Background: an optimization exercise with open tools, aiming at small area. Do not read the settings as production practice.
Function was checked by simulation only, so behaviour that the tests miss may differ from the original.
Power is estimated from default activity; no workload was simulated.

===== flow/run.sh =====
#!/bin/bash
# Own layout flow: the standard ORFS flow, with two changes:
#  * synthesis maps logic with an area-oriented ABC script (area.abc) in place
#    of ORFS's speed script; everything else in synthesis is the standard flow's own
#    (synth_recipe.tcl is sourced unchanged, only the abc call is redirected);
#  * ports are buffered with sky130_fd_sc_hd__buf_1.
# Each tool's output goes to a log file in the work folder.
set -euo pipefail
W=$(pwd)
export AREA_ABC_SCRIPT="$W/flow/area.abc"
# synthesis script: redirect the abc call, then the standard flow's own script
{
  echo 'proc abc {args} {'
  echo '  set i [lsearch -exact $args -script]'
  echo '  if {$i >= 0} { lset args [expr {$i + 1}] $::env(AREA_ABC_SCRIPT) }'
  echo '  yosys abc {*}$args'
  echo '}'
  cat "$W/synth_recipe.tcl"
} > "$W/area_synth.tcl"
sed -e "s#SYNTH_SCRIPT=[^ ]*#SYNTH_SCRIPT=$W/area_synth.tcl BUFFER_PORTS_ARGS='-buffer_cell sky130_fd_sc_hd__buf_1'#" \
  "$W/standard.sh" > "$W/area_standard.sh"
bash "$W/area_standard.sh" > "$W/flow_make.log" 2>&1
test -f "$W/out/final.def"

===== constraint.sdc =====
create_clock -name core_clock -period 10.0 [get_ports {clk}]
set_input_delay 2.0000 -clock core_clock [delete_from_list [all_inputs] [get_ports {clk}]]
set_output_delay 2.0000 -clock core_clock [all_outputs]
set_load 0.01 [all_outputs]

===== flow/area.abc =====
strash
dc2
dch -f
if -K 6 -a
mfs2
strash
dc2
dch -f
map -a
mfs2
strash
dch -f
map -a
topo

===== standard.sh =====
#!/bin/bash
# synth_recipe.tcl (not shown) runs the flow's synth.tcl, then flattens the netlist and writes it again
# the make line also repeats each setting of config.mk as NAME=value (left out here)
make -C /OpenROAD-flow-scripts/flow DESIGN_CONFIG=/design/flow/config.mk WORK_HOME=/design/flow/orfs CLKGATE_MAP_FILE= SYNTH_SCRIPT=/design/flow/synth_recipe.tcl "${@:-finish}"

===== design.v =====
`timescale 1ns / 1ps
module buzzer(
input clk,
input rst,
input up,
input down,
output buzzer_out
    );
    reg [1:0]  song;
    reg [11:0] tune;       
    reg        fin;        
    reg [8:0]  slot;       
    reg        run;        
    reg        match;      
    reg [8:0]  cnt;        
    reg        wave;
    function [8:0] pre_match;
        input [3:0] n;
        begin
            case (n)
            4'd0: pre_match = 9'h001;   
            4'd1: pre_match = 9'h1c4;   
            4'd3: pre_match = 9'h064;   
            4'd5: pre_match = 9'h01d;   
            4'd6: pre_match = 9'h138;   
            4'd7: pre_match = 9'h1d7;   
            4'd8: pre_match = 9'h1d2;   
            4'd9: pre_match = 9'h0bb;   
            4'd10: pre_match = 9'h014;   
            4'd11: pre_match = 9'h154;   
            4'd12: pre_match = 9'h05a;   
            4'd13: pre_match = 9'h16e;   
            4'd14: pre_match = 9'h083;   
            4'd15: pre_match = 9'h174;   
            default: pre_match = 9'bx;
            endcase
        end
    endfunction
    wire [4:0] raw;
    song_table table0(.a({song, tune[8:0]}), .q(raw));
    wire       in_song   = (tune[11:9] == 3'd0) & ~fin;
    wire [3:0] note      = in_song ? raw[3:0] : 4'd0;
    wire       next_cont = in_song & raw[4];
    wire       slot_end  = (slot == 9'h0c4);
    wire       fin_flip  = fin & (tune[8:0] == 9'd399) & (slot == 9'h0df);
    wire       flip      = match | (slot_end & ~fin & ~next_cont) | fin_flip;
    always @(posedge clk or negedge rst)
    begin
        if (~rst) begin
            song <= 2'd0;
            tune <= 12'd0;
            fin  <= 1'b0;
            slot <= 9'h001;
            run  <= 1'b0;
        end
        else begin
            run <= 1'b1;
            if (up | down) begin
                song <= up ? song - 2'd1 : song + 2'd1;
                tune <= 12'd0;
                fin  <= 1'b0;
                slot <= 9'h001;
            end
            else if (fin_flip) begin
                tune <= 12'd0;
                slot <= 9'h001;
            end
            else if (slot_end) begin
                slot <= 9'h001;
                if (tune[11]) begin
                    fin  <= 1'b1;
                    tune <= 12'd0;
                end
                else
                    tune <= tune + 12'd1;
            end
            else
                slot <= {slot[7:0], slot[8] ^ slot[4]};
        end
    end
    always @(posedge clk)
        match <= run & ~flip & (cnt == pre_match(note));
    always @(posedge clk or negedge rst)
    begin
        if (~rst) begin
            wave <= 1'b0;
            cnt  <= 9'h04d;
        end
        else if (run) begin
            if (flip) begin
                wave <= ~wave;
                cnt  <= 9'h04d;
            end
            else
                cnt <= {cnt[7:0], cnt[8] ^ cnt[4] ^ ((cnt[7:0] == 8'd0) & cnt[8])};
        end
    end
    assign buzzer_out = wave;
endmodule
module song_table(a, q);
  input [10:0] a;
  wire [10:0] a;
  output [4:0] q;
  wire [4:0] q;
  wire _000_;
  wire _001_;
  wire _002_;
  wire _003_;
  wire _004_;
  wire _005_;
  wire _006_;
  wire _007_;
  wire _008_;
  wire _009_;
  wire _010_;
  wire _011_;
  wire _012_;
  wire _013_;
  wire _014_;
  wire _015_;
  wire _016_;
  wire _017_;
  wire _018_;
  wire _019_;
  wire _020_;
  wire _021_;
  wire _022_;
  wire _023_;
  wire _024_;
  wire _025_;
  wire _026_;
  wire _027_;
  wire _028_;
  wire _029_;
  wire _030_;
  wire _031_;
  wire _032_;
  wire _033_;
  wire _034_;
  wire _035_;
  wire _036_;
  wire _037_;
  wire _038_;
  wire _039_;
  wire _040_;
  wire _041_;
  wire _042_;
  wire _043_;
  wire _044_;
  wire _045_;
  wire _046_;
  wire _047_;
  wire _048_;
  wire _049_;
  wire _050_;
  wire _051_;
  wire _052_;
  wire _053_;
  wire _054_;
  wire _055_;
  wire _056_;
  wire _057_;
  wire _058_;
  wire _059_;
  wire _060_;
  wire _061_;
  wire _062_;
  wire _063_;
  wire _064_;
  wire _065_;
  wire _066_;
  wire _067_;
  wire _068_;
  wire _069_;
  wire _070_;
  wire _071_;
  wire _072_;
  wire _073_;
  wire _074_;
  wire _075_;
  wire _076_;
  wire _077_;
  wire _078_;
  wire _079_;
  wire _080_;
  wire _081_;
  wire _082_;
  wire _083_;
  wire _084_;
  wire _085_;
  wire _086_;
  wire _087_;
  wire _088_;
  wire _089_;
  wire _090_;
  wire _091_;
  wire _092_;
  wire _093_;
  wire _094_;
  wire _095_;
  wire _096_;
  wire _097_;
  wire _098_;
  wire _099_;
  wire _100_;
  wire _101_;
  wire _102_;
  wire _103_;
  wire _104_;
  wire _105_;
  wire _106_;
  wire _107_;
  wire _108_;
  wire _109_;
  wire _110_;
  wire _111_;
  wire _112_;
  wire _113_;
  wire _114_;
  wire _115_;
  wire _116_;
  wire _117_;
  wire _118_;
  wire _119_;
  wire _120_;
  wire _121_;
  wire _122_;
  wire _123_;
  wire _124_;
  wire _125_;
  wire _126_;
  wire _127_;
  wire _128_;
  wire _129_;
  wire _130_;
  wire _131_;
  wire _132_;
  wire _133_;
  wire _134_;
  wire _135_;
  wire _136_;
  wire _137_;
  wire _138_;
  wire _139_;
  wire _140_;
  wire _141_;
  wire _142_;
  wire _143_;
  wire _144_;
  wire _145_;
  wire _146_;
  wire _147_;
  wire _148_;
  wire _149_;
  wire _150_;
  wire _151_;
  wire _152_;
  wire _153_;
  wire _154_;
  wire _155_;
  wire _156_;
  wire _157_;
  wire _158_;
  wire _159_;
  wire _160_;
  wire _161_;
  wire _162_;
  wire _163_;
  wire _164_;
  wire _165_;
  wire _166_;
  wire _167_;
  wire _168_;
  wire _169_;
  wire _170_;
  wire _171_;
  wire _172_;
  wire _173_;
  wire _174_;
  wire _175_;
  wire _176_;
  wire _177_;
  wire _178_;
  wire _179_;
  wire _180_;
  wire _181_;
  wire _182_;
  wire _183_;
  wire _184_;
  wire _185_;
  wire _186_;
  wire _187_;
  wire _188_;
  wire _189_;
  wire _190_;
  wire _191_;
  wire _192_;
  wire _193_;
  wire _194_;
  wire _195_;
  wire _196_;
  wire _197_;
  wire _198_;
  wire _199_;
  wire _200_;
  wire _201_;
  wire _202_;
  wire _203_;
  wire _204_;
  wire _205_;
  wire _206_;
  wire _207_;
  wire _208_;
  wire _209_;
  wire _210_;
  wire _211_;
  wire _212_;
  wire _213_;
  wire _214_;
  wire _215_;
  wire _216_;
  wire _217_;
  wire _218_;
  wire _219_;
  wire _220_;
  wire _221_;
  wire _222_;
  wire _223_;
  wire _224_;
  wire _225_;
  wire _226_;
  wire _227_;
  wire _228_;
  wire _229_;
  wire _230_;
  wire _231_;
  wire _232_;
  wire _233_;
  wire _234_;
  wire _235_;
  wire _236_;
  wire _237_;
  wire _238_;
  wire _239_;
  wire _240_;
  wire _241_;
  wire _242_;
  wire _243_;
  wire _244_;
  wire _245_;
  wire _246_;
  wire _247_;
  wire _248_;
  wire _249_;
  wire _250_;
  wire _251_;
  wire _252_;
  wire _253_;
  wire _254_;
  wire _255_;
  wire _256_;
  wire _257_;
  wire _258_;
  wire _259_;
  wire _260_;
  wire _261_;
  wire _262_;
  wire _263_;
  wire _264_;
  wire _265_;
  wire _266_;
  wire _267_;
  wire _268_;
  wire _269_;
  wire _270_;
  wire _271_;
  wire _272_;
  wire _273_;
  wire _274_;
  wire _275_;
  wire _276_;
  wire _277_;
  wire _278_;
  wire _279_;
  wire _280_;
  wire _281_;
  wire _282_;
  wire _283_;
  wire _284_;
  wire _285_;
  wire _286_;
  wire _287_;
  wire _288_;
  wire _289_;
  wire _290_;
  wire _291_;
  wire _292_;
  wire _293_;
  wire _294_;
  wire _295_;
  wire _296_;
  wire _297_;
  wire _298_;
  wire _299_;
  wire _300_;
  wire _301_;
  wire _302_;
  wire _303_;
  wire _304_;
  wire _305_;
  wire _306_;
  wire _307_;
  wire _308_;
  wire _309_;
  wire _310_;
  wire _311_;
  wire _312_;
  wire _313_;
  wire _314_;
  wire _315_;
  wire _316_;
  wire _317_;
  wire _318_;
  wire _319_;
  wire _320_;
  wire _321_;
  wire _322_;
  wire _323_;
  wire _324_;
  wire _325_;
  wire _326_;
  wire _327_;
  wire _328_;
  wire _329_;
  wire _330_;
  wire _331_;
  wire _332_;
  wire _333_;
  wire _334_;
  wire _335_;
  wire _336_;
  wire _337_;
  wire _338_;
  wire _339_;
  wire _340_;
  wire _341_;
  wire _342_;
  wire _343_;
  wire _344_;
  wire _345_;
  wire _346_;
  wire _347_;
  wire _348_;
  wire _349_;
  wire _350_;
  wire _351_;
  wire _352_;
  wire _353_;
  wire _354_;
  wire _355_;
  wire _356_;
  wire _357_;
  wire _358_;
  wire _359_;
  wire _360_;
  wire _361_;
  wire _362_;
  wire _363_;
  wire _364_;
  wire _365_;
  wire _366_;
  wire _367_;
  wire _368_;
  wire _369_;
  wire _370_;
  wire _371_;
  wire _372_;
  wire _373_;
  wire _374_;
  wire _375_;
  wire _376_;
  wire _377_;
  wire _378_;
  wire _379_;
  wire _380_;
  wire _381_;
  wire _382_;
  wire _383_;
  wire _384_;
  wire _385_;
  wire _386_;
  wire _387_;
  wire _388_;
  wire _389_;
  wire _390_;
  wire _391_;
  wire _392_;
  wire _393_;
  wire _394_;
  wire _395_;
  wire _396_;
  wire _397_;
  wire _398_;
  wire _399_;
  wire _400_;
  wire _401_;
  wire _402_;
  wire _403_;
  wire _404_;
  wire _405_;
  wire _406_;
  wire _407_;
  wire _408_;
  wire _409_;
  wire _410_;
  wire _411_;
  wire _412_;
  wire _413_;
  wire _414_;
  wire _415_;
  wire _416_;
  wire _417_;
  wire _418_;
  wire _419_;
  wire _420_;
  wire _421_;
  wire _422_;
  wire _423_;
  wire _424_;
  wire _425_;
  wire _426_;
  wire _427_;
  wire _428_;
  wire _429_;
  wire _430_;
  wire _431_;
  wire _432_;
  wire _433_;
  wire _434_;
  wire _435_;
  wire _436_;
  wire _437_;
  wire _438_;
  wire _439_;
  wire _440_;
  wire _441_;
  wire _442_;
  wire _443_;
  wire _444_;
  wire _445_;
  wire _446_;
  wire _447_;
  wire _448_;
  wire _449_;
  wire _450_;
  assign _069_ = ~a[9];
  assign _080_ = a[8] | a[7];
  assign _091_ = _080_ | _069_;
  assign _102_ = ~_091_;
  assign _113_ = a[4] & ~(a[3]);
  assign _124_ = ~(a[2] & a[1]);
  assign _135_ = _124_ & _113_;
  assign _145_ = a[2] & ~(a[5]);
  assign _156_ = _135_ & ~(_145_);
  assign _167_ = ~a[1];
  assign _178_ = a[2] & ~(a[4]);
  assign _189_ = _178_ ? a[3] : _167_;
  assign _200_ = ~a[0];
  assign _211_ = ~(a[5] | a[1]);
  assign _221_ = _211_ | _200_;
  assign _232_ = _189_ & ~(_221_);
  assign _243_ = _232_ | _156_;
  assign _254_ = a[0] | ~(a[2]);
  assign _265_ = ~(a[6] | a[3]);
  assign _276_ = _265_ | _254_;
  assign _287_ = a[6] | ~(a[2]);
  assign _298_ = a[3] & ~(a[2]);
  assign _308_ = _287_ & ~(_298_);
  assign _319_ = a[0] & ~(_308_);
  assign _330_ = _276_ & ~(_319_);
  assign _341_ = _330_ | _167_;
  assign _352_ = ~(a[2] | a[1]);
  assign _363_ = a[0] | a[6];
  assign _374_ = _352_ & ~(_363_);
  assign _385_ = _341_ & ~(_374_);
  assign _396_ = _385_ & _243_;
  assign _399_ = ~a[6];
  assign _400_ = _399_ & ~(_243_);
  assign _401_ = ~(a[3] & a[4]);
  assign _402_ = a[1] & ~(a[0]);
  assign _403_ = _401_ & ~(_402_);
  assign _404_ = a[5] & ~(_403_);
  assign _405_ = _167_ ? a[4] : _200_;
  assign _406_ = ~a[3];
  assign _407_ = _178_ | _406_;
  assign _408_ = _405_ & ~(_407_);
  assign _409_ = _408_ | _404_;
  assign _410_ = _409_ | _400_;
  assign _411_ = _410_ | _396_;
  assign _412_ = ~a[10];
  assign _413_ = a[1] | ~(a[2]);
  assign _414_ = a[4] & ~(a[5]);
  assign _415_ = ~(_414_ | _413_);
  assign _416_ = a[5] | a[4];
  assign _417_ = a[2] & a[4];
  assign _418_ = _416_ & ~(_417_);
  assign _419_ = _418_ | _415_;
  assign _420_ = a[0] & ~(_413_);
  assign _421_ = ~(a[6] & a[3]);
  assign _422_ = _421_ | _420_;
  assign _423_ = _419_ & ~(_422_);
  assign _424_ = _423_ | _412_;
  assign _425_ = ~a[2];
  assign _426_ = a[0] & ~(a[1]);
  assign _427_ = _425_ & ~(_426_);
  assign _428_ = a[5] | a[2];
  assign _429_ = ~(_428_ & a[3]);
  assign _430_ = _429_ | _427_;
  assign _431_ = a[0] | ~(a[1]);
  assign _432_ = _431_ & ~(_426_);
  assign _433_ = a[5] & a[2];
  assign _434_ = a[3] & ~(a[5]);
  assign _435_ = ~(_434_ | _433_);
  assign _436_ = _432_ & ~(_435_);
  assign _437_ = a[6] | a[4];
  assign _438_ = _437_ | _436_;
  assign _439_ = _430_ & ~(_438_);
  assign _440_ = _439_ | _424_;
  assign _441_ = _411_ & ~(_440_);
  assign _442_ = _102_ & ~(_441_);
  assign _443_ = a[6] | a[5];
  assign _444_ = a[8] | ~(a[7]);
  assign _445_ = _444_ | _069_;
  assign _446_ = _445_ | _443_;
  assign _447_ = a[3] & ~(a[4]);
  assign _448_ = _413_ | ~(_447_);
  assign _449_ = a[8] & ~(a[9]);
  assign _450_ = _449_ & _448_;
  assign _000_ = _450_ | ~(_446_);
  assign _001_ = a[2] & a[3];
  assign _002_ = ~_001_;
  assign _003_ = a[4] | ~(a[7]);
  assign _004_ = _003_ | _443_;
  assign _005_ = _002_ & ~(_004_);
  assign _006_ = _124_ & ~(_352_);
  assign _007_ = _006_ | a[3];
  assign _008_ = a[6] | ~(a[1]);
  assign _009_ = a[4] & ~(a[6]);
  assign _010_ = _009_ | _433_;
  assign _011_ = _008_ & ~(_010_);
  assign _012_ = _011_ | _007_;
  assign _013_ = _012_ & ~(_449_);
  assign _014_ = _005_ & ~(_013_);
  assign _015_ = _448_ & ~(_014_);
  assign _016_ = _000_ & ~(_015_);
  assign _017_ = a[1] & ~(a[3]);
  assign _018_ = ~a[4];
  assign _019_ = a[0] & a[2];
  assign _020_ = _019_ | _018_;
  assign _021_ = a[0] & ~(a[2]);
  assign _022_ = _021_ | ~(_254_);
  assign _023_ = _167_ & ~(_022_);
  assign _024_ = _020_ & ~(_023_);
  assign _025_ = _024_ | _017_;
  assign _026_ = a[0] & a[1];
  assign _027_ = _124_ & ~(_026_);
  assign _028_ = _027_ | ~(_401_);
  assign _029_ = _446_ | ~(_028_);
  assign _030_ = _025_ & ~(_029_);
  assign _031_ = _449_ & ~(a[7]);
  assign _032_ = _031_ | _030_;
  assign _033_ = _414_ & ~(_017_);
  assign _034_ = a[2] & ~(a[3]);
  assign _035_ = _034_ | _399_;
  assign _036_ = _035_ | ~(_033_);
  assign _037_ = a[3] | a[4];
  assign _038_ = _037_ | _399_;
  assign _039_ = a[5] & ~(_038_);
  assign _040_ = _036_ & ~(_039_);
  assign _041_ = _040_ & _032_;
  assign _042_ = ~_444_;
  assign _043_ = _009_ | a[2];
  assign _044_ = a[5] & ~(a[6]);
  assign _045_ = ~(a[1] | a[3]);
  assign _046_ = _044_ | ~(_045_);
  assign _047_ = _046_ | _043_;
  assign _048_ = ~(a[6] & a[5]);
  assign _049_ = ~(_048_ | _447_);
  assign _050_ = _049_ | a[8];
  assign _051_ = _047_ & ~(_050_);
  assign _052_ = _051_ | _042_;
  assign _053_ = _005_ | a[9];
  assign _054_ = _052_ & ~(_053_);
  assign _055_ = ~(_054_ | _041_);
  assign _056_ = _055_ & ~(_016_);
  assign _057_ = a[10] & ~(_056_);
  assign q[3] = _057_ | _442_;
  assign _058_ = ~(a[5] | a[3]);
  assign _059_ = _058_ & ~(a[2]);
  assign _060_ = _437_ | ~(_059_);
  assign _061_ = _060_ & _040_;
  assign _062_ = _069_ & ~(_061_);
  assign _063_ = a[8] & ~(_062_);
  assign _064_ = a[3] | ~(a[6]);
  assign _065_ = a[5] & ~(a[2]);
  assign _066_ = _065_ | _064_;
  assign _067_ = _006_ & ~(_066_);
  assign _068_ = ~(a[8] ^ a[7]);
  assign _070_ = a[3] & ~(a[6]);
  assign _071_ = a[4] ? a[5] : _070_;
  assign _072_ = _071_ | ~(_068_);
  assign _073_ = _072_ | _067_;
  assign _074_ = _012_ & ~(_073_);
  assign _075_ = _074_ | _063_;
  assign _076_ = a[6] & a[4];
  assign _077_ = a[5] & ~(_045_);
  assign _078_ = a[2] | ~(a[3]);
  assign _079_ = _078_ & ~(_034_);
  assign _081_ = _079_ & ~(_077_);
  assign _082_ = _076_ & ~(_081_);
  assign _083_ = a[7] & ~(_082_);
  assign _084_ = _069_ & ~(_083_);
  assign _085_ = _060_ & ~(_084_);
  assign _086_ = _085_ | _030_;
  assign _087_ = _086_ | _075_;
  assign _088_ = _029_ | ~(_025_);
  assign _089_ = _088_ | _385_;
  assign _090_ = _352_ & ~(_434_);
  assign _092_ = _385_ & ~(_090_);
  assign _093_ = _092_ | a[4];
  assign _094_ = a[0] | ~(a[5]);
  assign _095_ = _167_ & ~(_034_);
  assign _096_ = _095_ | _094_;
  assign _097_ = a[2] & ~(_431_);
  assign _098_ = a[6] & ~(_097_);
  assign _099_ = _037_ | a[2];
  assign _100_ = ~(a[6] & a[4]);
  assign _101_ = _001_ & ~(_100_);
  assign _103_ = _099_ & ~(_101_);
  assign _104_ = _096_ ? _098_ : _103_;
  assign _105_ = _417_ | _406_;
  assign _106_ = _428_ & ~(_211_);
  assign _107_ = _105_ & ~(_106_);
  assign _108_ = a[6] & ~(a[2]);
  assign _109_ = _413_ & ~(_108_);
  assign _110_ = a[6] & ~(a[5]);
  assign _111_ = _110_ | a[3];
  assign _112_ = _109_ & ~(_111_);
  assign _114_ = a[3] | ~(a[1]);
  assign _115_ = _114_ & ~(_416_);
  assign _116_ = _115_ & ~(_006_);
  assign _117_ = _116_ | _112_;
  assign _118_ = _117_ | _107_;
  assign _119_ = _104_ & ~(_118_);
  assign _120_ = a[4] & ~(_114_);
  assign _121_ = _120_ & _022_;
  assign _122_ = _058_ & ~(_437_);
  assign _123_ = _045_ & ~(a[6]);
  assign _125_ = _123_ | _091_;
  assign _126_ = _125_ | _122_;
  assign _127_ = _126_ | _121_;
  assign _128_ = _127_ | _119_;
  assign _129_ = _128_ | ~(_093_);
  assign _130_ = ~(_129_ & _089_);
  assign _131_ = _087_ & ~(_130_);
  assign _132_ = a[10] & ~(_131_);
  assign _133_ = _412_ & ~(_091_);
  assign _134_ = _037_ ? _443_ : _399_;
  assign _136_ = _133_ & ~(_134_);
  assign q[2] = _136_ | _132_;
  assign _137_ = _399_ ? a[5] : _037_;
  assign _138_ = _064_ & ~(_018_);
  assign _139_ = _137_ & ~(_138_);
  assign _140_ = _139_ | a[10];
  assign _141_ = a[5] | ~(a[6]);
  assign _142_ = _402_ | a[3];
  assign _143_ = _432_ | _018_;
  assign _144_ = _142_ & ~(_143_);
  assign _146_ = _007_ & ~(_144_);
  assign _147_ = _146_ | _141_;
  assign _148_ = a[2] | ~(a[4]);
  assign _149_ = _402_ | a[6];
  assign _150_ = _149_ | ~(_148_);
  assign _151_ = _070_ | ~(_150_);
  assign _152_ = _433_ | ~(_447_);
  assign _153_ = _094_ & ~(_152_);
  assign _154_ = a[5] & ~(a[4]);
  assign _155_ = ~(_154_ | _001_);
  assign _157_ = a[1] & ~(_155_);
  assign _158_ = _157_ | _153_;
  assign _159_ = _151_ & ~(_158_);
  assign _160_ = _159_ | ~(_147_);
  assign _161_ = ~(_160_ & _096_);
  assign _162_ = ~(a[6] & a[1]);
  assign _163_ = _018_ & ~(_034_);
  assign _164_ = _163_ & ~(_162_);
  assign _165_ = _037_ & ~(_200_);
  assign _166_ = _094_ & ~(_165_);
  assign _168_ = _164_ & ~(_166_);
  assign _169_ = _168_ | _424_;
  assign _170_ = _161_ & ~(_169_);
  assign _171_ = _170_ | _091_;
  assign _172_ = _088_ & ~(_060_);
  assign _173_ = _113_ & ~(_065_);
  assign _174_ = ~(_154_ | _045_);
  assign _175_ = _174_ | _035_;
  assign _176_ = _175_ | _173_;
  assign _177_ = _141_ & ~(_044_);
  assign _179_ = _108_ | _401_;
  assign _180_ = _179_ | _177_;
  assign _181_ = ~(_180_ & a[7]);
  assign _182_ = _176_ & ~(_181_);
  assign _183_ = _069_ & ~(_182_);
  assign _184_ = _183_ | _172_;
  assign _185_ = ~a[8];
  assign _186_ = _124_ | a[6];
  assign _187_ = a[5] | a[1];
  assign _188_ = _287_ & ~(_187_);
  assign _190_ = a[2] ? a[4] : a[6];
  assign _191_ = _190_ | _188_;
  assign _192_ = _186_ & ~(_191_);
  assign _193_ = _185_ & ~(_192_);
  assign _194_ = _193_ | a[3];
  assign _195_ = _265_ | _018_;
  assign _196_ = _177_ & ~(_195_);
  assign _197_ = _196_ | _042_;
  assign _198_ = _194_ & ~(_197_);
  assign _199_ = a[2] | a[1];
  assign _201_ = _141_ | a[7];
  assign _202_ = _201_ | _199_;
  assign _203_ = ~_178_;
  assign _204_ = _177_ & ~(_203_);
  assign _205_ = _204_ | _185_;
  assign _206_ = _202_ & ~(_205_);
  assign _207_ = _206_ | _412_;
  assign _208_ = _207_ | _198_;
  assign _209_ = _184_ & ~(_208_);
  assign _210_ = _437_ & ~(_076_);
  assign _212_ = _210_ | _428_;
  assign _213_ = ~a[5];
  assign _214_ = _009_ & ~(_213_);
  assign _215_ = _212_ & ~(_214_);
  assign _216_ = a[3] & ~(_215_);
  assign _217_ = _216_ & _032_;
  assign _218_ = _217_ | _209_;
  assign _219_ = _171_ & ~(_218_);
  assign q[1] = _140_ & ~(_219_);
  assign _220_ = _421_ & ~(_265_);
  assign _222_ = _220_ | _122_;
  assign _223_ = _133_ & ~(_222_);
  assign _224_ = _078_ & ~(_216_);
  assign _225_ = _148_ & ~(_224_);
  assign _226_ = _048_ | a[8];
  assign _227_ = a[2] & ~(a[8]);
  assign _228_ = _211_ | _178_;
  assign _229_ = ~(_228_ | _227_);
  assign _230_ = ~(_229_ & _226_);
  assign _231_ = _199_ & ~(_064_);
  assign _233_ = _037_ & ~(_231_);
  assign _234_ = a[8] & ~(_443_);
  assign _235_ = _178_ & ~(_226_);
  assign _236_ = _235_ | _234_;
  assign _237_ = _236_ | _233_;
  assign _238_ = _230_ & ~(_237_);
  assign _239_ = _100_ | a[7];
  assign _240_ = ~(_437_ & _421_);
  assign _241_ = _240_ | ~(_239_);
  assign _242_ = _241_ & ~(_428_);
  assign _244_ = _242_ | _068_;
  assign _245_ = _244_ | _238_;
  assign _246_ = _245_ | _225_;
  assign _247_ = _113_ & ~(_150_);
  assign _248_ = _028_ & ~(_247_);
  assign _249_ = _203_ & ~(_248_);
  assign _250_ = _447_ | a[5];
  assign _251_ = _250_ | _249_;
  assign _252_ = ~(_178_ & a[1]);
  assign _253_ = _070_ | _213_;
  assign _255_ = _253_ | _135_;
  assign _256_ = _252_ & ~(_255_);
  assign _257_ = ~(a[0] & a[3]);
  assign _258_ = _008_ | ~(_257_);
  assign _259_ = _407_ & ~(_258_);
  assign _260_ = _259_ | _080_;
  assign _261_ = _260_ | _256_;
  assign _262_ = _251_ & ~(_261_);
  assign _263_ = _246_ & ~(_262_);
  assign _264_ = _263_ | a[9];
  assign _266_ = ~(a[2] | a[4]);
  assign _267_ = _417_ & ~(_187_);
  assign _268_ = ~(_267_ | _266_);
  assign _269_ = _268_ | _064_;
  assign _270_ = _010_ | ~(_428_);
  assign _271_ = _270_ & ~(_028_);
  assign _272_ = _271_ | _091_;
  assign _273_ = _269_ & ~(_272_);
  assign _274_ = a[0] | a[5];
  assign _275_ = _274_ | ~(_417_);
  assign _277_ = _275_ & ~(_065_);
  assign _278_ = _277_ | a[1];
  assign _279_ = _148_ & ~(_178_);
  assign _280_ = _094_ | ~(_413_);
  assign _281_ = _279_ & ~(_280_);
  assign _282_ = a[5] | ~(a[0]);
  assign _283_ = _178_ & ~(_282_);
  assign _284_ = _283_ | _421_;
  assign _285_ = _284_ | _281_;
  assign _286_ = _278_ & ~(_285_);
  assign _288_ = ~(_094_ & _416_);
  assign _289_ = _288_ | _095_;
  assign _290_ = ~(_257_ | _148_);
  assign _291_ = _289_ & ~(_290_);
  assign _292_ = ~(_448_ & _399_);
  assign _293_ = _292_ | _120_;
  assign _294_ = _291_ & ~(_293_);
  assign _295_ = _294_ | _286_;
  assign _296_ = _273_ & ~(_295_);
  assign _297_ = _296_ | _016_;
  assign _299_ = _264_ & ~(_297_);
  assign _300_ = a[10] & ~(_299_);
  assign q[0] = _300_ | _223_;
  assign _301_ = a[3] & ~(_148_);
  assign _302_ = _026_ & ~(_301_);
  assign _303_ = _102_ & ~(_302_);
  assign _304_ = _303_ | a[10];
  assign _305_ = a[5] & ~(_008_);
  assign _306_ = _201_ & ~(_305_);
  assign _307_ = _306_ | _425_;
  assign _309_ = _018_ & ~(_110_);
  assign _310_ = ~(_309_ & _017_);
  assign _311_ = a[4] ? a[3] : _421_;
  assign _312_ = _307_ ? _310_ : _311_;
  assign _313_ = a[8] | ~(a[4]);
  assign _314_ = _199_ | _399_;
  assign _315_ = _313_ & ~(_314_);
  assign _316_ = ~(_315_ | _068_);
  assign _317_ = ~(_316_ & _312_);
  assign _318_ = _186_ | ~(_447_);
  assign _320_ = _177_ | _167_;
  assign _321_ = _309_ | _406_;
  assign _322_ = _320_ & ~(_321_);
  assign _323_ = _018_ ? a[1] : _399_;
  assign _324_ = _065_ & ~(_323_);
  assign _325_ = _298_ | _200_;
  assign _326_ = _325_ | _324_;
  assign _327_ = _326_ | _322_;
  assign _328_ = a[8] & a[7];
  assign _329_ = _059_ & ~(_162_);
  assign _331_ = _329_ | _328_;
  assign _332_ = _331_ | ~(_327_);
  assign _333_ = _332_ & ~(_005_);
  assign _334_ = _318_ & ~(_333_);
  assign _335_ = _317_ & ~(_334_);
  assign _336_ = _100_ & ~(_122_);
  assign _337_ = _185_ & ~(_336_);
  assign _338_ = _078_ & ~(_337_);
  assign _339_ = ~(_080_ & a[0]);
  assign _340_ = _100_ | a[2];
  assign _342_ = _340_ ? _167_ : _077_;
  assign _343_ = _342_ | _339_;
  assign _344_ = _343_ | _338_;
  assign _345_ = _147_ & ~(_344_);
  assign _346_ = _345_ | a[9];
  assign _347_ = _346_ | _335_;
  assign _348_ = a[3] & ~(a[1]);
  assign _349_ = _348_ | _018_;
  assign _350_ = _200_ & ~(_058_);
  assign _351_ = _187_ & ~(_350_);
  assign _353_ = _351_ | _349_;
  assign _354_ = _167_ & ~(_274_);
  assign _355_ = _257_ | ~(_154_);
  assign _356_ = ~(_355_ & _108_);
  assign _357_ = _356_ | _354_;
  assign _358_ = _353_ & ~(_357_);
  assign _359_ = _220_ | _266_;
  assign _360_ = a[0] | a[1];
  assign _361_ = _360_ | _298_;
  assign _362_ = _361_ | ~(_359_);
  assign _364_ = _076_ | _352_;
  assign _365_ = _282_ | _406_;
  assign _366_ = _364_ & ~(_365_);
  assign _367_ = _366_ | _108_;
  assign _368_ = _362_ & ~(_367_);
  assign _369_ = _368_ | _358_;
  assign _370_ = _028_ | _287_;
  assign _371_ = _165_ & ~(_370_);
  assign _372_ = _037_ & _287_;
  assign _373_ = _372_ | _274_;
  assign _375_ = _370_ & ~(_373_);
  assign _376_ = _094_ | ~(_178_);
  assign _377_ = _037_ & ~(_282_);
  assign _378_ = _376_ & ~(_377_);
  assign _379_ = _164_ & ~(_378_);
  assign _380_ = _379_ | _375_;
  assign _381_ = _380_ | _371_;
  assign _382_ = _369_ & ~(_381_);
  assign _383_ = _102_ & ~(_382_);
  assign _384_ = _427_ | _420_;
  assign _386_ = _384_ & ~(a[4]);
  assign _387_ = _045_ & _021_;
  assign _388_ = _431_ & ~(_387_);
  assign _389_ = a[4] & ~(_388_);
  assign _390_ = _178_ & ~(_142_);
  assign _391_ = _390_ | _446_;
  assign _392_ = _391_ | _389_;
  assign _393_ = _392_ | _386_;
  assign _394_ = _089_ & ~(_393_);
  assign _395_ = _394_ | _412_;
  assign _397_ = _395_ | _383_;
  assign _398_ = _347_ & ~(_397_);
  assign q[4] = _304_ & ~(_398_);
endmodule
`timescale 1ns / 1ps
module toPosedge(
    input clk,
    input rst_n,
    input  sig_in,
    output sig_out
    );
    reg        prev;      
    reg        armed;     
    reg [10:0] cnt;
    wire       low_zero = (cnt[9:0] == 10'd0);
    wire       sat      = low_zero & ~cnt[10];
    wire       fb       = cnt[10] ^ cnt[8] ^ (low_zero & cnt[10]);
    always @(posedge clk) begin
        if (rst_n) begin
            prev  <= 1'b0;
            armed <= 1'b0;
            cnt   <= 11'h7f0;
        end
        else begin
            prev  <= sig_in;
            armed <= sat & prev;
            if (sig_in != prev)
                cnt <= 11'h7f0;
            else
                cnt <= {cnt[9:0], fb};
        end
    end
    assign sig_out = armed & ~prev;
endmodule
`timescale 1 ns / 1 ns
module vga_640x480(pclk, reset, hsync, vsync, h_cnt, line_base, line_odd);
   input             pclk;
   input             reset;
   output            hsync;
   output            vsync;
   output reg [9:0]  h_cnt;
   output reg [10:0] line_base;
   output reg        line_odd;
   wire line_end  = (h_cnt == 10'd781);
   wire frame_end = (line_base == 11'd1219) & ~line_odd;
   always @(posedge pclk)
      if (reset) begin
         h_cnt     <= 10'd1006;
         line_base <= 11'd1957;
         line_odd  <= 1'b0;
      end
      else if (line_end) begin
         h_cnt <= 10'd1006;
         if (frame_end) begin
            line_base <= 11'd1957;
            line_odd  <= 1'b0;
         end
         else begin
            if (line_odd)
               line_base <= line_base + 11'd5;
            line_odd <= ~line_odd;
         end
      end
      else
         h_cnt <= h_cnt + 10'd1;
   assign hsync = (h_cnt >= 10'd77) && (h_cnt < 10'd1006);
   assign vsync = (line_base != 11'd1957);
endmodule
`timescale 1 ns / 1 ns
module logo_rom(h_cnt, line_base, rom_addr);
   input  [9:0]  h_cnt;
   input  [10:0] line_base;
   output [16:0] rom_addr;
   wire [10:0] hi   = line_base + {8'd0, h_cnt[9:7]};
   wire        at_edge = (h_cnt[9:7] == 3'd0);
   assign rom_addr = {hi[10] ^ at_edge, hi[9:0], h_cnt[6:1]};
endmodule
`timescale 1 ns / 1 ns
module top_flyinglogo(clk, rst, hsync, vsync, vga_r, vga_g, vga_b, buzzer_out, button, rom_addr, rom_data);
   input           clk;
   input           rst;
   input [1:0]     button;
   output          hsync;
   output          vsync;
   output [3:0]    vga_r;
   output [3:0]    vga_g;
   output [3:0]    vga_b;
   output [16:0]   rom_addr;
   input  [11:0]   rom_data;
   output          buzzer_out;
   reg             rst_n;      
   wire            go_up, go_down;
   wire [9:0]      h_cnt;
   wire [10:0]     line_base;
   wire            line_odd;
   always @(posedge clk)
      rst_n <= ~rst;
   toPosedge btnUp(clk, rst_n, button[1], go_up);
   toPosedge btnDown(clk, rst_n, button[0], go_down);
   buzzer Buzzer(clk, rst, go_up, go_down, buzzer_out);
   vga_640x480 u2(.pclk(clk), .reset(rst_n), .hsync(hsync), .vsync(vsync),
                  .h_cnt(h_cnt), .line_base(line_base), .line_odd(line_odd));
   logo_rom u1(.h_cnt(h_cnt), .line_base(line_base), .rom_addr(rom_addr));
   reg             up_d, down_d;
   reg  [1:0]      focus_d;    
   reg  [14:0]     fade;       
   reg  [3:0]      grey;       
   reg             darking;
   wire            fade_end = (fade == 15'h1b5d);
   always @(posedge clk) begin
      up_d   <= go_up & ~rst_n;
      down_d <= go_down & ~rst_n;
      if (rst_n)
         focus_d <= 2'd0;
      else if (up_d)
         focus_d <= focus_d - 2'd1;
      else if (down_d)
         focus_d <= focus_d + 2'd1;
      if (rst_n) begin
         fade    <= 15'h1b5d;
         grey    <= 4'd14;
         darking <= 1'b0;
      end
      else if (fade_end) begin
         fade    <= 15'h1b5f;
         grey    <= darking ? grey - 4'd1 : grey + 4'd1;
         if ((darking && grey == 4'd1) || (!darking && grey == 4'd14))
            darking <= ~darking;
      end
      else
         fade <= {fade[13:0], fade[14] ^ fade[13]};
   end
   wire row_vis = (line_base == 11'd2042 && line_odd) || (line_base == 11'd2047) ||
                  (line_base < 11'd1194) || (line_base == 11'd1194 && !line_odd);
   wire visible = (h_cnt >= 10'd126) && (h_cnt < 10'd766) && row_vis;
   wire band1   = (line_base == 11'd2047) || (line_base < 11'd399);
   wire band2   = (line_base >= 11'd399) && (line_base < 11'd799);
   wire band3   = (line_base >= 11'd799) && (line_base < 11'd1957);
   wire in_band = (band1 && focus_d == 2'd1) || (band2 && focus_d == 2'd2) ||
                  (band3 && focus_d == 2'd3);
   wire grey_on = in_band && (rom_data != 12'd0);
   wire [11:0] pix = grey_on ? {grey, grey, grey} : rom_data;
   wire [11:0] vga_data = visible ? pix : 12'd0;
   assign vga_r = vga_data[11:8];
   assign vga_g = vga_data[7:4];
   assign vga_b = vga_data[3:0];
endmodule

===== config.mk =====
export PLATFORM = sky130hd
export DESIGN_NAME = top_flyinglogo
export DESIGN_NICKNAME = top_flyinglogo
export VERILOG_FILES = /design/flow/design.v
export SDC_FILE = /design/flow/constraint.sdc
export NUM_CORES = 4
export LEC_CHECK = 0
export CAP_MARGIN = 20
export CORE_MARGIN = 2
export CORE_UTILIZATION = 40
export CTS_BUF_LIST = sky130_fd_sc_hd__clkbuf_8
export SLEW_MARGIN = 20
export SYNTH_MEMORY_MAX_BITS = 65536

==> metrics.cfg, run 1 <==
[placement]
dpl-instance-area_um2 = 7480
place_ws_ps = 4680
place_hpwl_mm = 14.5
routabilityCongestion = 0.984
port_buffers = 47

[layout]
drive_gt1_share_pct = 4.30
area_growth_pct = 9.24
nets = 1114
final_area_um2 = 7680
fillerInstances = 1805

[power]
swShare_pct = 27.4
combPwrFrac_pct = 7.9
power_frac_clock_pct = 33.0
p_switching_uw = 216
pwr_density_cell_nw_per_um2 = 103
ir_drop_mv = 0.0872
seqPwrFrac_pct = 59.1
report.power.total_uw = 791
p_int_uw = 574
leakage_uw = 0.00291

[synthesis]
synth-edff-count = 0
syn_inst = 984
synth_area_leaders = dfxtp_1 21%, dfrtp_1 11%, ha_1 10%
yosysSeqAreaShare_pct = 33.6
synth.distinct_cells = 40
netlist_top_cells_count = 172 x clkinv_1, 148 x nor2_1, 101 x nand2_1, 87 x o21ai_0, 78 x a21oi_1
netlist_area_um2 = 7030
async_reset_ff_share_pct = 32.1
syn_avg_cell_area_um2 = 7.14
ys_seq_elements = 109
synth_nets = 1057
synth_warnings = 4
yosysTopAreaCellShare_pct = 21.1
synth_top_area_cell = dfxtp_1
ys.flop_type = dfxtp_1
synth.most_common_cell = clkinv_1

[critical_path]
worstSetupStartpointType = primary input
worstPathMaxFanout = 12
path_cells = buf_1, nor4_1, nand3_1, nand2_1, clkinv_1, nand2_1, a21oi_1, buf_1
max_stage_delay_ps = 290
cp.arrival_ps = 3340
crit_type = in -> out
crit_family = simple AND/OR/NAND/NOR gates
critPathCaptureType = output port
slowest_stage = nand2_1
critical_path_required_ps = 8000
path_buf_inv = 3

[routing]
viasPerCell = 5.50
antenna_left = 0
avgRoutedWirePerCell_um = 15.1
routed_wirelength_mm = 19.2
vias = 6991
remaining_drc_errors = 0
dr.pass1.iters = 5
drt-initial-drc-count = 654

[sta]
fin_hold_ws_ps = 426
max_slew.worst_pin.slew_ps = 953
hold_violations = 0
clock_skew_ps = 20.6
post-route-period-util_pct = 53.4
maxSlewViolCount = 0
period_needed_ps = 5340
grt_setup_unrepaired = false
layout_setup_ws_ps = 4660
setup-tns-final_ps = 0
max_freq_ghz = 0.187
slew_headroom_pct = 35.9
setup_viol = 0

[global_routing]
gr-usage-met3_pct = 4.30
grt-busiest-layer = met2
grt_pass1_wl_mm = 31.7
grt-ovfl-total = 0
grt_use_total_pct = 21.3
grt_pass1_vias = 6389
grt_antenna_before_repair = 1
grt_max_degree = 37
met1_usage_pct = 29.0
met2_usage_pct = 33.3

[cts]
clkTransAtPathRegs_ps = 110
hold_buffers = 0
clkSinkCount = 109
cts_resized = 0
cts_root_buf = clkbuf_8
cts_buffers = 9
cts_tree = yes
h-tree-depth = 3
post-cts-setup-buffer-count = 0
insertion_delay_ps = 390
clockBufferDepth = 2

[hold_path]
hp-class = reg -> reg

[floorplanning]
pin_count = 48
core-area_um2 = 17200
initial_core_util_pct = 40.8
die_x_um = 137
rows = 48
die_area_um2 = 18700
die_height_um = 137

[run]
cap_violations = 0

[status]
status = timing/DRC/antenna clean

==> stage by stage <==
stage | util [%] | cells
global placement | 43.4 | 1255
floorplan | - | 984
detailed placement | 43.4 | 1255
finish | 44.5 | 1272
CTS | 44.5 | 1271
global route | 44.5 | 1271
==> power by group through the flow <==
stage	clock [uW]	sequential, uW	combinational [uW]
after CTS	270	467	63.6
after detailed placement	0	477	63.4
final	261	467	62.6
after global placement	0	477	63.1
after floorplan	0	474	46.7
after global routing	287	470	73.8
==> registers in the layout, indices dropped and copies added (netlist names), 2 cells and up <==
| signal | count |
|---|---|
| Buzzer.slot | 9 |
| Buzzer.song | 2 |
| btnUp.cnt | 11 |
| Buzzer.cnt | 9 |
| fade | 15 |
| grey | 4 |
| focus_d | 2 |
| u2.h_cnt | 10 |
| btnDown.cnt | 11 |
| Buzzer.tune | 12 |
| u2.line_base | 11 |
==> area by class of cell <==
type	count	area, um2	area share (%)
repair buffers	52	215	2.80
multi-input cells	697	3980	51.8
clock buffers	9	124	1.61
inverters	172	646	8.41
well taps	225	282	3.67
clock inverters	7	71.3	0.929
diodes	1	2.50	0.0326
flip-flops and latches	109	2360	30.8
==> final timing paths <==
kind	from	cells past startpoint	slack [ps]	end
max	rom_data[0]	8	4660	vga_b[2]
min	fade[0]$_SDFF_PP1_	2	430	fade[1]$_SDFF_PP0_
max reg2reg	Buzzer.tune[3]$_DFFE_PN0P_	22	5080	Buzzer.match$_DFF_P_
min reg2reg	fade[0]$_SDFF_PP1_	2	430	fade[1]$_SDFF_PP0_
max in group asynchronous	rst	2	8020	Buzzer.slot[0]$_DFF_PN1_
min in group asynchronous	rst	2	1620	Buzzer.cnt[5]$_DFFE_PN0P_
==> tightest hold or removal path, delay by kind of cell (launching register included) <==
family / cells / cell delay [ps]
flops: 1 / 330
buf+inv: 1 / 40
simple gates: 1 / 30
==> metal layers <==
layer	routed length, um	share of wire (%)
met3	1410	7.3
met2	8410	44
met1	8860	46
met5	0	0
met4	539	2.8
==> cell families (layout without fill, tap and decap cells) <==
kind of cell	Yosys count	in the layout	share of synthesized area (%)
AO/OA/AOI/OAI	244	244	20.5
XOR/XNOR	23	23	2.87
adder cells (fa/ha/maj)	57	57	10.3
buffers and inverters	178	240	9.83
flip-flops	109	109	33.6
other	1	2	0.0533
AND/OR/NAND/NOR	372	372	22.9
==> placed cells by master (no fill, tap or decap), types with 3 or more instances in the layout <==
| master | n |
|---|---|
| a21oi_1 | 78 |
| a22oi_1 | 5 |
| a311oi_1 | 5 |
| a31oi_1 | 12 |
| a32oi_1 | 3 |
| a41oi_1 | 4 |
| buf_1 | 46 |
| buf_4 | 5 |
| clkbuf_8 | 9 |
| clkinv_1 | 172 |
| dfrtp_1 | 30 |
| dfstp_2 | 5 |
| dfxtp_1 | 74 |
| ha_1 | 56 |
| inv_6 | 3 |
| nand2_1 | 101 |
| nand3_1 | 36 |
| nand4_1 | 14 |
| nor2_1 | 148 |
| nor3_1 | 39 |
| nor4_1 | 16 |
| o2111ai_1 | 9 |
| o211ai_1 | 6 |
| o21ai_0 | 87 |
| o221ai_1 | 3 |
| o22ai_1 | 13 |
| o311ai_0 | 6 |
| or2_2 | 17 |
| xnor2_1 | 4 |
| xor2_1 | 19 |
==> run 2: changes to the inputs <==
--- a/design.v
+++ b/design.v
@@ -10,7 +10,6 @@
     reg [11:0] tune;       
     reg        fin;        
     reg [8:0]  slot;       
-    reg        run;        
     reg        match;      
     reg [8:0]  cnt;        
     reg        wave;
@@ -44,17 +43,15 @@
     wire       slot_end  = (slot == 9'h0c4);
     wire       fin_flip  = fin & (tune[8:0] == 9'd399) & (slot == 9'h0df);
     wire       flip      = match | (slot_end & ~fin & ~next_cont) | fin_flip;
-    always @(posedge clk or negedge rst)
+    always @(posedge clk)
     begin
         if (~rst) begin
             song <= 2'd0;
             tune <= 12'd0;
             fin  <= 1'b0;
             slot <= 9'h001;
-            run  <= 1'b0;
         end
         else begin
-            run <= 1'b1;
             if (up | down) begin
                 song <= up ? song - 2'd1 : song + 2'd1;
                 tune <= 12'd0;
@@ -79,14 +76,14 @@
         end
     end
     always @(posedge clk)
-        match <= run & ~flip & (cnt == pre_match(note));
-    always @(posedge clk or negedge rst)
+        match <= ~flip & (cnt == pre_match(note));
+    always @(posedge clk)
     begin
         if (~rst) begin
             wave <= 1'b0;
-            cnt  <= 9'h04d;
+            cnt  <= 9'h126;
         end
-        else if (run) begin
+        else begin
             if (flip) begin
                 wave <= ~wave;
                 cnt  <= 9'h04d;
@@ -1049,18 +1046,18 @@
    output reg [9:0]  h_cnt;
    output reg [10:0] line_base;
    output reg        line_odd;
-   wire line_end  = (h_cnt == 10'd781);
-   wire frame_end = (line_base == 11'd1219) & ~line_odd;
+   wire line_end  = (h_cnt == 10'd909);
+   wire frame_end = (line_base == 11'd1218) & ~line_odd;
    always @(posedge pclk)
       if (reset) begin
-         h_cnt     <= 10'd1006;
-         line_base <= 11'd1957;
+         h_cnt     <= 10'd110;
+         line_base <= 11'd1956;
          line_odd  <= 1'b0;
       end
       else if (line_end) begin
-         h_cnt <= 10'd1006;
+         h_cnt <= 10'd110;
          if (frame_end) begin
-            line_base <= 11'd1957;
+            line_base <= 11'd1956;
             line_odd  <= 1'b0;
          end
          else begin
@@ -1071,16 +1068,16 @@
       end
       else
          h_cnt <= h_cnt + 10'd1;
-   assign hsync = (h_cnt >= 10'd77) && (h_cnt < 10'd1006);
-   assign vsync = (line_base != 11'd1957);
+   assign hsync = (h_cnt >= 10'd205);
+   assign vsync = (line_base != 11'd1956);
 endmodule
 `timescale 1 ns / 1 ns
 module logo_rom(h_cnt, line_base, rom_addr);
    input  [9:0]  h_cnt;
    input  [10:0] line_base;
    output [16:0] rom_addr;
-   wire [10:0] hi   = line_base + {8'd0, h_cnt[9:7]};
-   wire        at_edge = (h_cnt[9:7] == 3'd0);
+   wire [10:0] hi      = line_base + {8'd0, h_cnt[9:7]};
+   wire        at_edge = ~h_cnt[9] & ~h_cnt[8];
    assign rom_addr = {hi[10] ^ at_edge, hi[9:0], h_cnt[6:1]};
 endmodule
 `timescale 1 ns / 1 ns
@@ -1138,12 +1135,12 @@
       else
          fade <= {fade[13:0], fade[14] ^ fade[13]};
    end
-   wire row_vis = (line_base == 11'd2042 && line_odd) || (line_base == 11'd2047) ||
-                  (line_base < 11'd1194) || (line_base == 11'd1194 && !line_odd);
-   wire visible = (h_cnt >= 10'd126) && (h_cnt < 10'd766) && row_vis;
-   wire band1   = (line_base == 11'd2047) || (line_base < 11'd399);
-   wire band2   = (line_base >= 11'd399) && (line_base < 11'd799);
-   wire band3   = (line_base >= 11'd799) && (line_base < 11'd1957);
+   wire row_vis = (line_base == 11'd2041 && line_odd) || (line_base == 11'd2046) ||
+                  (line_base < 11'd1192) || (line_base == 11'd1193 && !line_odd);
+   wire visible = (h_cnt >= 10'd254) && (h_cnt < 10'd894) && row_vis;
+   wire band1   = (line_base == 11'd2046) || (line_base < 11'd396);
+   wire band2   = (line_base >= 11'd396) && (line_base < 11'd796);
+   wire band3   = (line_base >= 11'd796) && (line_base < 11'd1956);
    wire in_band = (band1 && focus_d == 2'd1) || (band2 && focus_d == 2'd2) ||
                   (band3 && focus_d == 2'd3);
    wire grey_on = in_band && (rom_data != 12'd0);
--- a/flow/run.sh
+++ b/flow/run.sh
@@ -3,7 +3,8 @@
 #  * synthesis maps logic with an area-oriented ABC script (area.abc) in place
 #    of ORFS's speed script; everything else in synthesis is the standard flow's own
 #    (synth_recipe.tcl is sourced unchanged, only the abc call is redirected);
-#  * ports are buffered with sky130_fd_sc_hd__buf_1.
+#  * ports are buffered with sky130_fd_sc_hd__buf_1;
+#  * clock tree synthesis uses clkbuf_8 and inserts no dummy loads.
 # Each tool's output goes to a log file in the work folder.
 set -euo pipefail
 W=$(pwd)
@@ -17,7 +18,7 @@
   echo '}'
   cat "$W/synth_recipe.tcl"
 } > "$W/area_synth.tcl"
-sed -e "s#SYNTH_SCRIPT=[^ ]*#SYNTH_SCRIPT=$W/area_synth.tcl BUFFER_PORTS_ARGS='-buffer_cell sky130_fd_sc_hd__buf_1'#" \
+sed -e "s#SYNTH_SCRIPT=[^ ]*#SYNTH_SCRIPT=$W/area_synth.tcl BUFFER_PORTS_ARGS='-buffer_cell sky130_fd_sc_hd__buf_1' CTS_ARGS='-sink_clustering_enable -repair_clock_nets -buf_list sky130_fd_sc_hd__clkbuf_8 -dont_use_dummy_load'#" \
   "$W/standard.sh" > "$W/area_standard.sh"
 bash "$W/area_standard.sh" > "$W/flow_make.log" 2>&1
 test -f "$W/out/final.def"
==> metrics.cfg, run 2 <==
[power]
pwr_density_cell_nw_per_um2 = 95.6  ; was 103 nW/um2
p_switching_uw = 167  ; was 216 uW
ir_drop_mv = 0.0645  ; was 0.0872 mV
power_frac_clock_pct = 29.9  ; was 33.0%
report.power.total_uw = 705  ; was 791 uW
p_int_uw = 538  ; was 574 uW
seqPwrFrac_pct = 64.0  ; was 59.1%
leakage_uw = 0.00267  ; was 0.00291 uW
combPwrFrac_pct = 6.1  ; was 7.9%
swShare_pct = 23.7  ; was 27.4%

[global_routing]
grt_use_total_pct = 20.8  ; was 21.3%
grt_pass1_vias = 6366  ; was 6,389
grt_antenna_before_repair = 0  ; was 1
grt-ovfl-total = 0  ; unchanged
grt_max_degree = 24  ; was 37
grt_pass1_wl_mm = 31.0  ; was 31.7 mm

[cts]
clkSinkCount = 108  ; was 109
cts_tree = yes  ; unchanged
cts_buffers = 9  ; unchanged
cts_resized = 0  ; unchanged
clockBufferDepth = 2  ; unchanged
clkTransAtPathRegs_ps = 100  ; was 110 ps
insertion_delay_ps = 390  ; about the same
post-cts-setup-buffer-count = 0  ; unchanged
hold_buffers = 0  ; unchanged
h-tree-depth = 3  ; unchanged
cts_root_buf = clkbuf_8  ; unchanged

[sta]
period_needed_ps = 5400  ; was 5340 ps
slew_headroom_pct = 40.9  ; was 35.9%
max_freq_ghz = 0.185  ; was 0.187 GHz
max_slew.worst_pin.slew_ps = 885  ; was 953 ps
setup-tns-final_ps = 0  ; unchanged
setup_viol = 0  ; unchanged
grt_setup_unrepaired = false  ; unchanged
maxSlewViolCount = 0  ; unchanged
hold_violations = 0  ; unchanged
post-route-period-util_pct = 54.0  ; was 53.4%
fin_hold_ws_ps = 403  ; was 426 ps
clock_skew_ps = 37.0  ; was 20.6 ps

[synthesis]
netlist_top_cells_count = 170 x clkinv_1, 156 x nor2_1, 111 x nand2_1, 108 x dfxtp_1, 83 x a21oi_1  ; was 172 x clkinv_1, 148 x nor2_1, 101 x nand2_1, 87 x o21ai_0, 78 x a21oi_1
ys.flop_type = dfxtp_1  ; unchanged
yosysSeqAreaShare_pct = 31.7  ; was 33.6%
synth_area_leaders = dfxtp_1 32%, ha_1 10%, clkinv_1 9.4%  ; was dfxtp_1 21%, dfrtp_1 11%, ha_1 10%
synth.most_common_cell = clkinv_1  ; unchanged
async_reset_ff_share_pct = 0  ; was 32.1%
syn_avg_cell_area_um2 = 6.92  ; was 7.14 um2
syn_inst = 985  ; was 984
synth-edff-count = 0  ; unchanged
yosysTopAreaCellShare_pct = 31.7  ; was 21.1%
netlist_area_um2 = 6820  ; was 7030 um2
synth_nets = 1059  ; was 1,057
ys_seq_elements = 108  ; was 109
synth_warnings = 4  ; unchanged
synth.distinct_cells = 43  ; was 40
synth_top_area_cell = dfxtp_1  ; unchanged

[layout]
num_antenna_cells = 0  ; was 1
area_growth_pct = 8.11  ; was 9.24%
layout_common_cells = 170 x clkinv_1, 156 x nor2_1, 111 x nand2_1  ; was 172 x clkinv_1, 148 x nor2_1, 101 x nand2_1
final_area_um2 = 7370  ; was 7680 um2
fillerInstances = 1735  ; was 1,805
drive_gt1_share_pct = 3.18  ; was 4.30%
layout_commonest_cell = clkinv_1  ; unchanged
largest-register = fade  ; unchanged
largest_registers = fade (15), Buzzer.tune (12)  ; unchanged
largest_reg_flops = 15  ; unchanged
nets = 1114  ; unchanged

[status]
status = timing/DRC/antenna clean  ; unchanged

[critical_path]
critPathCaptureType = output port  ; unchanged
slowest_stage = nor4_1  ; was nand2_1
path_buf_inv = 3  ; unchanged
worstPathMaxFanout = 12  ; unchanged
path_depth = 8  ; unchanged
crit_family = simple AND/OR/NAND/NOR gates  ; unchanged
reg2reg_depth = 18  ; was 22
max_stage_delay_ps = 320  ; was 290 ps
cp.arrival_ps = 3400  ; was 3340 ps
worstSetupStartpointType = primary input  ; unchanged
path_cells = buf_1, nor4_1, nand3_1, nand2_1, clkinv_1, nand2_1, a21oi_1, buf_1  ; unchanged
crit_type = in -> out  ; unchanged
critical_path_required_ps = 8000  ; about the same

[hold_path]
hp-class = reg -> reg  ; unchanged
hold_depth = 2  ; unchanged

[run]
cap_violations = 0  ; unchanged

[routing]
antenna_left = 0  ; unchanged
dr.pass1.iters = 6  ; was 5
viasPerCell = 5.40  ; was 5.50
drt-initial-drc-count = 771  ; was 654
routed_wirelength_mm = 18.5  ; was 19.2 mm
vias = 6795  ; was 6,991
avgRoutedWirePerCell_um = 14.7  ; was 15.1 um
remaining_drc_errors = 0  ; unchanged

[placement]
place_hpwl_mm = 14.2  ; was 14.5 mm
dpl-instance-area_um2 = 7250  ; was 7480 um2
routabilityCongestion = 0.985  ; was 0.984
port_buffers = 47  ; unchanged

[floorplanning]
core-area_um2 = 16600  ; was 17,200 um2
rows = 47  ; was 48
initial_core_util_pct = 41.0  ; was 40.8%
die_area_um2 = 18100  ; was 18,700 um2
die_height_um = 135  ; was 137 um
pin_count = 48  ; unchanged
die_x_um = 135  ; was 137 um

==> run 2: cell types whose count changed in the layout (fill, tap and decap cells not counted), sizes merged, moves of 4 or more <==
cell    previous run  this run
nor4              16        21
o31ai              2         8
nor2             148       156
dfstp              5         0
clkinv           175       170
nand2            101       111
dfxtp             74       108
a21oi             78        83
o21ai             87        71
o22ai             13         8
xor2              19        14
dfrtp             30         0
inv                4         0
==> run 2: worst min-delay path: cells and delay by family, from the launching register on <==
kind | cells | cell delay [ps]
buffers and inverters | 1 | 50
DFF | 1 | 300
and+or+nand+nor | 1 | 40
==> run 2: area by class of cell <==
| cell class | instances | area (um2) | share of cell area (%) |
|---|---|---|---|
| repair buffers | 50 | 199 | 2.70 |
| well taps | 220 | 275 | 3.73 |
| clock buffers | 9 | 124 | 1.68 |
| flip-flops and latches | 108 | 2160 | 29.3 |
| inverters | 170 | 638 | 8.66 |
| multi-input cells | 701 | 3970 | 53.9 |
==> run 2: final timing paths <==
path	to	from	slack [ps]
max reg2reg	Buzzer.match$_DFF_P_	Buzzer.tune[4]$_SDFFE_PP0N_	4960
max	vga_r[0]	rom_data[4]	4600
min	fade[10]$_SDFF_PP0_	fade[9]$_SDFF_PP1_	400
min reg2reg	fade[10]$_SDFF_PP0_	fade[9]$_SDFF_PP1_	400
==> run 2: power by group through the flow <==
stage          clock network (uW)  registers [uW]  logic [uW]
2_1_floorplan                   0             459        33.7
3_3_place_gp                    0             461        42.6
3_5_place_dp                    0             461        43.1
4_1_cts                       220             451        43.2
5_1_grt                       237             453        50.2
6_report                      211             451        42.7
==> run 2: routing by layer <==
layer	track usage, %	share of wire, %	wire (um)	vias to the layer above
met2	33.3	44	8170	268
met5	0	0	0	-
met4	7.08	2.9	530	0
met1	27.9	46	8500	3028
li1	-	-	-	3441
met3	4.43	7.2	1340	58
==> run 2: per-stage QoR <==
stage	util, %	std cells	setup slack, ps
floorplan	-	985	5040
global placement	43.5	1249	4620
detailed placement	43.5	1249	4630
CTS	44.3	1258	4560
global route	44.3	1258	4070
finish	44.3	1258	4600
==> run 2: cells by family after synthesis <==
| family | after synthesis | share of synthesized area, % |
|---|---|---|
| simple gates | 396 | 25.3 |
| fa+ha+maj | 58 | 10.8 |
| buf+inv | 176 | 10.0 |
| compound gates | 228 | 19.7 |
| xor+xnor | 19 | 2.44 |
| flops | 108 | 31.7 |
==> run 3: changes to the inputs <==
==> flow/run.sh (replaced) <==
#!/bin/bash
# Own layout flow: the standard ORFS flow (standard.sh), with these changes:
#  * synthesis maps logic with an area-oriented ABC script (flow/area.abc) in
#    place of ORFS's speed script, and leaves adders to ABC instead of mapping
#    them to half/full-adder cells (ADDER_MAP_FILE empty). Everything else in
#    synthesis is the standard flow's own: synth_recipe.tcl is sourced unchanged and only
#    the abc call's -script argument is redirected;
#  * ports are buffered with sky130_fd_sc_hd__buf_1;
#  * clock tree synthesis uses clkbuf_8 and inserts no dummy loads.
# The make output (all tools) goes to flow_make.log in the work folder; ORFS
# keeps each step's log under orfs/logs/.
set -euo pipefail
W=$(pwd)
export AREA_ABC_SCRIPT="$W/flow/area.abc"
{
  echo 'proc abc {args} {'
  echo '  set i [lsearch -exact $args -script]'
  echo '  if {$i >= 0} { lset args [expr {$i + 1}] $::env(AREA_ABC_SCRIPT) }'
  echo '  yosys abc {*}$args'
  echo '}'
  cat "$W/synth_recipe.tcl"
} > "$W/area_synth.tcl"
EXTRA="SYNTH_SCRIPT=$W/area_synth.tcl ADDER_MAP_FILE= BUFFER_PORTS_ARGS='-buffer_cell sky130_fd_sc_hd__buf_1'"
EXTRA="$EXTRA CTS_ARGS='-sink_clustering_enable -repair_clock_nets -buf_list sky130_fd_sc_hd__clkbuf_8 -dont_use_dummy_load'"
sed -e "s#SYNTH_SCRIPT=[^ ]*#$EXTRA#" "$W/standard.sh" > "$W/area_standard.sh"
bash "$W/area_standard.sh" > "$W/flow_make.log" 2>&1
test -f "$W/out/final.def"
==> flow/area.abc (replaced) <==
strash
dc2
dch -f
if -K 4 -a
mfs2
strash
dc2
dch -f
map -a
mfs2
strash
dch -f
map -a
topo
==> metrics.cfg, run 3 <==
[cts]
clockBufferDepth = 2  ; unchanged
insertion_delay_ps = 380  ; was 390 ps
cts_buffers = 9  ; unchanged
clkSinkCount = 108  ; unchanged
h-tree-depth = 3  ; unchanged
cts_resized = 0  ; unchanged
hold_buffers = 0  ; unchanged
cts_root_buf = clkbuf_8  ; unchanged
post-cts-setup-buffer-count = 0  ; unchanged
clkTransAtPathRegs_ps = 80  ; was 100 ps
cts_tree = yes  ; unchanged

[critical_path]
critical_path_required_ps = 8000  ; about the same
max_stage_delay_ps = 340  ; was 320 ps
path_cells = buf_1, nor4_1, a31oi_1, nand3_1, clkinv_1, nand2_1, a21oi_1, buf_1  ; was buf_1, nor4_1, nand3_1, nand2_1, clkinv_1, nand2_1, a21oi_1, buf_1
slowest_stage = nor4_1  ; unchanged
worstPathMaxFanout = 13  ; was 12
cp.arrival_ps = 3500  ; was 3400 ps
reg2reg_depth = 18  ; unchanged
worstSetupStartpointType = primary input  ; unchanged
critPathCaptureType = output port  ; unchanged
cpMostUsedCell = buf_1
crit_type = in -> out  ; unchanged

[status]
status = timing/DRC/antenna clean  ; unchanged

[layout]
num_antenna_cells = 0  ; unchanged
nets = 1004  ; was 1,114
layout_common_cells = 185 x nor2_1, 159 x clkinv_1, 112 x nand2_1  ; was 170 x clkinv_1, 156 x nor2_1, 111 x nand2_1
largest-register = fade  ; unchanged
area_growth_pct = 8.52  ; was 8.11%
layout_commonest_cell = nor2_1  ; was clkinv_1
largest_registers = fade (15), Buzzer.tune (12)  ; unchanged
layoutNonFillerInstCount = 1170  ; was 1,258
largest_reg_flops = 15  ; unchanged
drive_gt1_share_pct = 3.45  ; was 3.18%
fillerInstances = 1544  ; was 1,735

[power]
pwr_density_cell_nw_per_um2 = 106  ; was 95.6 nW/um2
leakage_uw = 0.00231  ; was 0.00267 uW
ir_drop_mv = 0.0656  ; was 0.0645 mV

[synthesis]
netlist_top_cells_count = 185 x nor2_1, 159 x clkinv_1, 112 x nand2_1, 108 x dfxtp_1, 91 x o21ai_0  ; was 170 x clkinv_1, 156 x nor2_1, 111 x nand2_1, 108 x dfxtp_1, 83 x a21oi_1
syn_avg_cell_area_um2 = 6.49  ; was 6.92 um2
ys_seq_elements = 108  ; unchanged
yosysSeqAreaShare_pct = 35.7  ; was 31.7%
async_reset_ff_share_pct = 0  ; unchanged
synth-edff-count = 0  ; unchanged
ys.flop_type = dfxtp_1  ; unchanged
synth_warnings = 4  ; unchanged
synth_area_leaders = dfxtp_1 36%, nor2_1 11%, clkinv_1 9.9%  ; was dfxtp_1 32%, ha_1 10%, clkinv_1 9.4%
synth.distinct_cells = 35  ; was 43
syn_inst = 932  ; was 985
synth_nets = 948  ; was 1,059
synth.most_common_cell = nor2_1  ; was clkinv_1
synth_top_area_cell = dfxtp_1  ; unchanged
netlist_area_um2 = 6050  ; was 6820 um2
yosysTopAreaCellShare_pct = 35.7  ; was 31.7%

[global_routing]
grt_antenna_before_repair = 0  ; unchanged
grt_pass1_vias = 5877  ; was 6,366
grt_pass1_wl_mm = 27.8  ; was 31.0 mm
grt_max_degree = 24  ; unchanged
grt_use_total_pct = 20.9  ; was 20.8%
grt-ovfl-total = 0  ; unchanged

[sta]
clock_skew_ps = 39.8  ; was 37.0 ps
max_freq_ghz = 0.182  ; was 0.185 GHz
grt_setup_unrepaired = false  ; unchanged
post-route-period-util_pct = 55.0  ; was 54.0%
period_needed_ps = 5500  ; was 5400 ps
setup_viol = 0  ; unchanged
setup-tns-final_ps = 0  ; unchanged
max_slew.worst_pin.slew_ps = 716  ; was 885 ps
slew_headroom_pct = 51.8  ; was 40.9%
maxSlewViolCount = 0  ; unchanged
hold_violations = 0  ; unchanged

[placement]
place_hpwl_mm = 12.7  ; was 14.2 mm
dpl.cell_count = 1161  ; was 1,249
routabilityCongestion = 1.02  ; was 0.985
port_buffers = 47  ; unchanged

[hold_path]
hp-class = reg -> reg  ; unchanged
hold_depth = 2  ; unchanged

[floorplanning]
initial_core_util_pct = 41.3  ; was 41.0%
core-area_um2 = 14600  ; was 16,600 um2
rows = 44  ; was 47
die_height_um = 127  ; was 135 um
die_x_um = 127  ; was 135 um
pin_count = 48  ; unchanged
die_area_um2 = 16100  ; was 18,100 um2

[routing]
dr.pass1.iters = 5  ; was 6
viasPerCell = 5.51  ; was 5.40
vias = 6447  ; was 6,795
drt-initial-drc-count = 750  ; was 771
avgRoutedWirePerCell_um = 14.3  ; was 14.7 um
remaining_drc_errors = 0  ; unchanged
routed_wirelength_mm = 16.7  ; was 18.5 mm
antenna_left = 0  ; unchanged

[run]
cap_violations = 0  ; unchanged

run 3: changes by cell type after synthesis, sizes merged, moves of 5 or more:
cell	change
clkinv	-11
nor3	-5
ha	-57
o21ai	+20
nor2	+29
a21oi	-6
nand3	-7
run 3: cells by family after synthesis:
group,synth area share (%)
flops,35.7
compound gates,22.5
simple gates,28.7
buf+inv,10.6
xor+xnor,2.46
run 3: report_power, final:
part | switching (uW) | internal, uW
clock | 126 | 81.2
combinational | 24.3 | 13.8
sequential | 8.73 | 442
run 3: worst max-delay path, delay by kind of cell:
family	cells	cell delay (ps)
buffers and inverters	3	440
AO/OA/AOI/OAI	2	220
AND/OR/NAND/NOR	3	840
run 3: per-stage QoR:
step | hold slack (ps) | setup WS [ps] | utilization (%) | total power [uW] | cell area (um2)
floorplan | 398 | 4980 | - | 488 | 6050
global placement | 409 | 4500 | 44.0 | 498 | 6440
detailed placement | 411 | 4480 | 44.0 | 499 | 6440
CTS | 405 | 4480 | 44.8 | 705 | 6560
global route | 432 | 4290 | 44.8 | 730 | 6560
finish | 404 | 4500 | 44.8 | 696 | 6560
run 3: cell type report:
type,count,area (um2),share of cell area (%)
inverters,159,597,9.09
multi-input cells,659,3240,49.4
clock buffers,9,124,1.89
well taps,184,230,3.51
flip-flops and latches,108,2160,32.9
repair buffers,51,206,3.15
run 3: layer usage:
metal / vias to the layer above / GRT usage, % / wire [um]
li1: 3248 / - / -
met1: 2847 / 29.5 / 7770
met2: 290 / 30.7 / 6900
met3: 62 / 5.69 / 1590
met4: 0 / 7.63 / 474
met5: - / 0 / 0
run 3: worst paths after layout:
path         slack (ps)                        start                   end
max reg2reg        5220  Buzzer.tune[1]$_SDFFE_PP0N_  Buzzer.match$_DFF_P_
min                 400     btnDown.armed$_SDFF_PP0_        down_d$_DFF_P_
min reg2reg         400     btnDown.armed$_SDFF_PP0_        down_d$_DFF_P_
max                4500                  rom_data[4]              vga_b[1]

## static timing again, ports no longer ideal
The flow's constraints put no driver on any port. The routed layouts listed below were extracted and timed again, unchanged, in two steps.
Step 1 (the two cells are an assumption about what drives the block):
set clk [get_ports {clk}]
set_driving_cell -lib_cell sky130_fd_sc_hd__clkbuf_16 $clk
set_driving_cell -lib_cell sky130_fd_sc_hd__buf_2 [delete_from_list [all_inputs] $clk]
Step 2, shift: input delay + t, output delay - t, t = (earliest + latest rising clock arrival at the registers) / 2. This alone moves slack from input paths to output paths.
Slacks: ideal / step 1 / step 2; pairs: ideal / step 1.
run | shift t [ns] | slack for setup (ns) | worst hold slack (ns) | worst setup path after step 2 | latest minus earliest clock arrival (ns)
run 1 | 0.418 | 4.659 / 4.635 / 4.635 | 0.426 / 0.426 / 0.426 | input to output | 0.020 / 0.021
run 2 | 0.409 | 4.604 / 4.578 / 4.583 | 0.403 / 0.403 / 0.403 | input to output | 0.037 / 0.038
run 3 | 0.392 | 4.495 / 4.470 / 4.470 | 0.404 / 0.404 / 0.404 | input to output | 0.051 / 0.050
After both steps every run listed still meets setup and hold. The setup slack of run 3, which loses most, moves by -0.025 ns with the drivers and by -0.025 ns with both steps.
